Background: an optimization exercise with open tools, aiming at small area. Do not read the settings as production practice. At most, simulation tests tie the RTL to the original design; equivalence was not proved.

the baseline:
==> flow/design.v <==
module processing_fsm(clock, reset, start_signal, size, done,
                            buf_0_write_en, buf_1_write_en, error_buf_write_en,
                            buf_0_w_data, buf_1_w_data, error_mem_w_data,
                            buf_0_r_data, buf_1_r_data, error_mem_r_data,
                            buf_0_addr, buf_1_addr, error_mem_addr, buf_sel);
    input clock;
    input reset;
    input start_signal;
    input size;
    output reg done;
    output buf_0_write_en;
    output buf_1_write_en;
    output error_buf_write_en;
    output reg [7:0] buf_0_w_data;
    output reg [7:0] buf_1_w_data;
    output [15:0] error_mem_w_data;
    input  [7:0] buf_0_r_data;
    input  [7:0] buf_1_r_data;
    input  [15:0] error_mem_r_data;
    output reg [15:0] buf_0_addr;
    output reg [15:0] buf_1_addr;
    output [15:0] error_mem_addr;
    output reg buf_sel;
    assign error_buf_write_en = 1'b0;
    assign error_mem_w_data = 16'b0;
    localparam [4:0]
        WAIT   = 5'd0,
        LMID   = 5'd1,
        LBTM1  = 5'd2,    
        LBTM   = 5'd3,    
        CHECK  = 5'd4,
        CHECKN = 5'd5,    
        DONE   = 5'd6,
        NW     = 5'd8,
        N      = 5'd9,
        NE     = 5'd10,
        W      = 5'd11,
        E      = 5'd12,
        SW     = 5'd13,
        S      = 5'd14,
        SE     = 5'd15,
        MW1    = 5'd16,
        MW2    = 5'd17,
        MW3    = 5'd18,
        SUM    = 5'd19,
        WR     = 5'd20;
    reg [4:0] state;
    reg [7:0] ema;
    assign error_mem_addr = {8'b0, ema};
    reg [5:0] pixel_count;
    reg [3:0] packet_count;
    reg       size_r;          
    reg wr;                    
    assign buf_0_write_en = wr & ~buf_sel;
    assign buf_1_write_en = wr & buf_sel;
    reg [15:0] eb0, eb1, eb2;
    reg [1:0]  ptr;
    reg [2:0]  fp;             
    reg [10:0] acc;
    wire s_check  = (state == CHECK) || (state == CHECKN);
    wire s_nw = (state == NW), s_n = (state == N), s_ne = (state == NE);
    wire s_w  = (state == W),  s_e = (state == E), s_sw = (state == SW);
    wire s_s  = (state == S),  s_se = (state == SE);
    wire s_top  = s_nw | s_n | s_ne;
    wire s_addr = state[4:3] == 2'b01;
    reg       s_data;
    reg [2:0] di;                                    
    always @(*) begin
        s_data = 1'b1;
        case (state)
            W:   di = 3'd0;
            E:   di = 3'd1;
            SW:  di = 3'd2;
            S:   di = 3'd3;
            SE:  di = 3'd4;
            MW1: di = 3'd5;
            MW2: di = 3'd6;
            MW3: di = 3'd7;
            default: begin di = 3'd0; s_data = 1'b0; end
        endcase
    end
    wire pix0    = (pixel_count == 6'd0);
    wire pix_r   = size_r ? (pixel_count == 6'd31) : (pixel_count == 6'd15);
    wire pkt_r   = size_r ? (packet_count == 4'd7) : (packet_count == 4'd15);
    wire at_top  = (ema == 8'd1);
    wire at_bot  = (ema == 8'd240);
    wire at_left = pix0 && (packet_count == 4'd0);
    wire at_right = pix_r && pkt_r;
    wire off_w   = pix0;
    wire off_e   = !pix0 && pix_r;
    reg [1:0] phys;
    always @(*) begin
        case ({s_check, s_top})
            2'b10, 2'b11: phys = (ptr == 2'd0) ? 2'd1 : (ptr == 2'd1) ? 2'd2 : 2'd0;
            2'b01:        phys = ptr;
            default:      phys = (ptr == 2'd0) ? 2'd2 : (ptr == 2'd1) ? 2'd0 : 2'd1;
        endcase
    end
    wire [15:0] word = (phys == 2'd0) ? eb0 : (phys == 2'd1) ? eb1 : eb2;
    wire dec = (s_nw | s_ne | s_sw) & off_w;
    wire inc = s_se & off_e;
    wire [3:0] pidx = packet_count + {dec, dec, dec, dec | inc};
    wire oob = (dec && packet_count == 4'd0) || (inc && packet_count == 4'd15);
    wire ebit = !oob && word[~pidx];
    wire err_mid = ebit;
    wire f = buf_sel ^ (s_w | s_e | (ebit & !(s_top & at_top)));
    wire dxm = s_nw | s_w | s_sw;
    wire dxp = s_ne | s_e | s_se;
    wire dym = s_top;
    wire dyp = s_sw | s_s | s_se;
    wire [7:0] u   = {2'b0, pixel_count} + {{7{dxm}}, dxm | dxp};    
    wire [10:0] t  = {{3{u[7]}}, u} +
                     (size_r ? {1'b0, packet_count, 5'b0} : {2'b0, packet_count, 4'b0});
    wire [2:0] dya  = dym ? 3'b110 : dyp ? 3'b000 : 3'b111;
    wire [2:0] c3   = t[10:8] + dya;
    wire [7:0] hi   = ema + {{5{c3[2]}}, c3};
    wire [15:0] nbr = {hi, t[7:0]};
    wire [7:0] pix = fp[2] ? buf_1_r_data : buf_0_r_data;
    reg [1:0] wt;
    always @(*) begin
        if (at_top && at_left)       case (di) 4: wt = 3; 6: wt = 3; 7: wt = 2; default: wt = 0; endcase
        else if (at_top && at_right) case (di) 3: wt = 3; 5: wt = 2; 6: wt = 3; default: wt = 0; endcase
        else if (at_top)             case (di) 3: wt = 2; 4: wt = 2; 5: wt = 1; 6: wt = 2; 7: wt = 1; default: wt = 0; endcase
        else if (at_bot && at_left)  case (di) 1: wt = 3; 2: wt = 2; 4: wt = 3; default: wt = 0; endcase
        else if (at_bot && at_right) case (di) 0: wt = 2; 1: wt = 3; 3: wt = 3; default: wt = 0; endcase
        else if (at_left)            case (di) 1: wt = 2; 2: wt = 1; 4: wt = 2; 6: wt = 2; 7: wt = 1; default: wt = 0; endcase
        else if (at_right)           case (di) 0: wt = 1; 1: wt = 2; 3: wt = 2; 5: wt = 1; 6: wt = 2; default: wt = 0; endcase
        else if (at_bot)             case (di) 0: wt = 1; 1: wt = 2; 2: wt = 1; 3: wt = 2; 4: wt = 2; default: wt = 0; endcase
        else                         wt = 1;
        if (!s_data) wt = 0;
    end
    wire [10:0] acc_in = s_w ? 11'd0 : acc;
    always @(posedge clock) begin
        acc <= acc_in + (wt[1] ? {2'b0, pix, 1'b0} : 11'd0) + (wt[0] ? {3'b0, pix} : 11'd0);
        fp  <= {fp[1:0], f};
    end
    wire pix_last  = size ? (pixel_count == 6'd31) : (pixel_count == 6'd15);
    wire pkt_last  = size ? (packet_count == 4'd7) : (packet_count == 4'd15);
    wire line_last = (ema == 8'd240);    
    wire next_pkt  = s_check ? !err_mid : pix_last;
    always @(posedge clock) begin
        if (state == WAIT || state == DONE) begin
            pixel_count <= 0;
            packet_count <= 0;
        end else if (s_check || state == WR) begin
            if (next_pkt) begin
                pixel_count <= 0;
                packet_count <= pkt_last ? 4'd0 : packet_count + 4'd1;
            end else if (state == WR)
                pixel_count <= pixel_count + 6'd1;
        end
        if (s_check) size_r <= size;
    end
    always @(posedge clock) begin
        if (state == WAIT) begin
            ptr <= 2'd0;
            eb1 <= error_mem_r_data;
        end else if (s_check) begin
            case (ptr)
                2'd0: eb2 <= error_mem_r_data;
                2'd1: eb0 <= error_mem_r_data;
                default: eb1 <= error_mem_r_data;
            endcase
        end else if (state == LBTM) begin
            ptr <= {ptr == 2'd1, ptr == 2'd0};
        end
    end
    always @(posedge clock, negedge reset) begin
        if (!reset) begin
            state <= WAIT;
            done <= 1'b0;
            buf_sel <= 1'b0;
            wr <= 1'b0;
            buf_0_w_data <= 8'd0;
            buf_1_w_data <= 8'd0;
            buf_0_addr <= 16'd0;
            buf_1_addr <= 16'd0;
            ema <= 8'd0;
        end else begin
            done <= (state == DONE);
            wr <= (state == WR);
            if (state == DONE) buf_sel <= ~buf_sel;
            if (state == WR) begin
                if (buf_sel) buf_1_w_data <= acc[10:3];
                else         buf_0_w_data <= acc[10:3];
            end
            if (s_addr) begin
                if (f) begin
                    buf_1_addr <= nbr;
                    if (s_e) buf_0_addr <= buf_1_addr;
                end else
                    buf_0_addr <= nbr;
            end
            case (state)
                WAIT:   ema <= {7'b0, start_signal};
                LMID:   ema <= 8'd1;
                CHECKN: ema <= ema + 8'd1;
                default: ;
            endcase
            case (state)
                WAIT:   state <= start_signal ? LMID : WAIT;
                LMID:   state <= LBTM1;
                LBTM1:  state <= CHECK;
                LBTM:   state <= CHECKN;
                DONE:   state <= WAIT;
                CHECK, CHECKN, WR: begin
                    if (s_check && err_mid) state <= NW;
                    else if (!next_pkt || !pkt_last) state <= CHECK;
                    else if (line_last) state <= DONE;
                    else state <= LBTM;
                end
                NW:  state <= N;
                N:   state <= NE;
                NE:  state <= W;
                W:   state <= E;
                E:   state <= SW;
                SW:  state <= S;
                S:   state <= SE;
                SE:  state <= MW1;
                MW1: state <= MW2;
                MW2: state <= MW3;
                MW3: state <= SUM;
                SUM: state <= WR;
                default: state <= WAIT;
            endcase
        end
    end
endmodule
==> flow/config.mk <==
export PLATFORM = sky130hd
export DESIGN_NAME = processing_fsm
export DESIGN_NICKNAME = processing_fsm
export VERILOG_FILES = /design/flow/design.v
export SDC_FILE = /design/flow/constraint.sdc
export NUM_CORES = 4
export LEC_CHECK = 0
export CAP_MARGIN = 0
export CORE_MARGIN = 2
export CORE_UTILIZATION = 70
export GPL_TIMING_DRIVEN = 0
export SLEW_MARGIN = 0
==> flow/constraint.sdc <==
create_clock -name core_clock -period 7.0 [get_ports {clock}]
set_input_delay 1.4000 -clock core_clock [delete_from_list [all_inputs] [get_ports {clock}]]
set_output_delay 1.4000 -clock core_clock [all_outputs]
set_load 0.01 [all_outputs]
standard.sh (not shown) runs the stock make flow with config.mk's settings and CLKGATE_MAP_FILE= SYNTH_SCRIPT=/design/flow/synth_recipe.tcl, a recipe that flattens the netlist after the stock synthesis.
==> flow/flow/run.sh <==
#!/bin/bash
# Standard ORFS layout, with every port buffered by the smallest buffer,
# Yosys/ABC's buffers removed before placement, one tie cell, and a clock
# tree without dummy loads.
set -euo pipefail
export BUFFER_PORTS_ARGS="-buffer_cell sky130_fd_sc_hd__buf_1"
export REMOVE_ABC_BUFFERS=1
export SKIP_REPAIR_TIE_FANOUT=1
export CTS_ARGS="-sink_clustering_enable -repair_clock_nets -dont_use_dummy_load -buf_list sky130_fd_sc_hd__clkbuf_8 -sink_clustering_size 20"
bash standard.sh > standard.log 2>&1
What the candidate does differently from the baseline at the input level:
diff --git a/flow/design.v b/flow/design.v
--- a/flow/design.v
+++ b/flow/design.v
@@ -29,23 +29,23 @@
         LBTM1  = 5'd2,    
         LBTM   = 5'd3,    
         CHECK  = 5'd4,
         CHECKN = 5'd5,    
         DONE   = 5'd6,
-        NW     = 5'd8,
-        N      = 5'd9,
-        NE     = 5'd10,
-        W      = 5'd11,
-        E      = 5'd12,
-        SW     = 5'd13,
-        S      = 5'd14,
-        SE     = 5'd15,
-        MW1    = 5'd16,
-        MW2    = 5'd17,
-        MW3    = 5'd18,
-        SUM    = 5'd19,
-        WR     = 5'd20;
+        NW     = 5'd13,
+        N      = 5'd14,
+        NE     = 5'd15,
+        W      = 5'd16,
+        E      = 5'd17,
+        SW     = 5'd18,
+        S      = 5'd19,
+        SE     = 5'd20,
+        MW1    = 5'd21,
+        MW2    = 5'd22,
+        MW3    = 5'd23,
+        SUM    = 5'd24,
+        WR     = 5'd25;
     reg [4:0] state;
     reg [7:0] ema;
     assign error_mem_addr = {8'b0, ema};
     reg [5:0] pixel_count;
     reg [3:0] packet_count;
@@ -60,27 +60,13 @@
     wire s_check  = (state == CHECK) || (state == CHECKN);
     wire s_nw = (state == NW), s_n = (state == N), s_ne = (state == NE);
     wire s_w  = (state == W),  s_e = (state == E), s_sw = (state == SW);
     wire s_s  = (state == S),  s_se = (state == SE);
     wire s_top  = s_nw | s_n | s_ne;
-    wire s_addr = state[4:3] == 2'b01;
-    reg       s_data;
-    reg [2:0] di;                                    
-    always @(*) begin
-        s_data = 1'b1;
-        case (state)
-            W:   di = 3'd0;
-            E:   di = 3'd1;
-            SW:  di = 3'd2;
-            S:   di = 3'd3;
-            SE:  di = 3'd4;
-            MW1: di = 3'd5;
-            MW2: di = 3'd6;
-            MW3: di = 3'd7;
-            default: begin di = 3'd0; s_data = 1'b0; end
-        endcase
-    end
+    wire s_addr = s_top | s_w | s_e | s_sw | s_s | s_se;
+    wire s_data = state[4] && !state[3];           
+    wire [2:0] di = state[2:0];                    
     wire pix0    = (pixel_count == 6'd0);
     wire pix_r   = size_r ? (pixel_count == 6'd31) : (pixel_count == 6'd15);
     wire pkt_r   = size_r ? (packet_count == 4'd7) : (packet_count == 4'd15);
     wire at_top  = (ema == 8'd1);
     wire at_bot  = (ema == 8'd240);
==> comparison <==
Cell area | the candidate vs the baseline | the candidate smaller
Comparing the candidate and the baseline, x dimension of the die is higher on the baseline.
[the candidate] insertion delay of the later-clocked pin in the worst-skew pair fell 0.02 ns relative to the baseline
Met1 layer wirelength in the final routing: the candidate and the baseline compared, higher one is the baseline
The candidate vs the baseline, basic-gate share of the synthesized area counting and, or, nand and nor cells went down by 1.1 points.
As far as area fraction in compound gates after synthesis is concerned, the baseline and the candidate perform about the same.
Comparing the candidate and the baseline, the lower count of placed standard cells including taps is on the candidate.
Met2 routed wirelength: the candidate and the baseline compared, higher one is the baseline
On number of I/O pins, the candidate and the baseline are basically level.
| share of cell area taken by multi-input logic gates | lower: the candidate |
Relative to the baseline, the wire length of the first global-routing pass measured on the candidate has decreased by more than 10%.
The candidate and the baseline ended up with roughly the same maximum clock frequency.
Only the layout flow was run in the baseline; the RTL was not checked for function there.

## afterwards: timing with drivers on the ports
No port has a modelled driver above. Below, the same layouts with a new extraction and two added sets of constraints.
Step 1 (the two cells are an assumption about what drives the block):
set clk [get_ports {clock}]
set_driving_cell -lib_cell sky130_fd_sc_hd__clkbuf_16 $clk
set_driving_cell -lib_cell sky130_fd_sc_hd__buf_2 [delete_from_list [all_inputs] $clk]
Step 2 adds t to the input delays and takes it off the output delays; t is the mean of the earliest and latest rising clock arrival at the registers after step 1. Input paths then give back, and output paths get back, about the clock's delay inside the block.
a / b / c = ideal / step 1 / step 2; a / b = the first two.
run | t (ns) | setup slack, ns | worst register clock-pin slew, ns | cell pins on the clock port's net
the baseline | 0.490 | 0.646 / 0.646 / 0.646 | 0.08 / 0.08 | 1
the candidate | 0.469 | 0.655 / 0.655 / 0.655 | 0.07 / 0.07 | 1
After both steps every run listed still meets setup and hold.
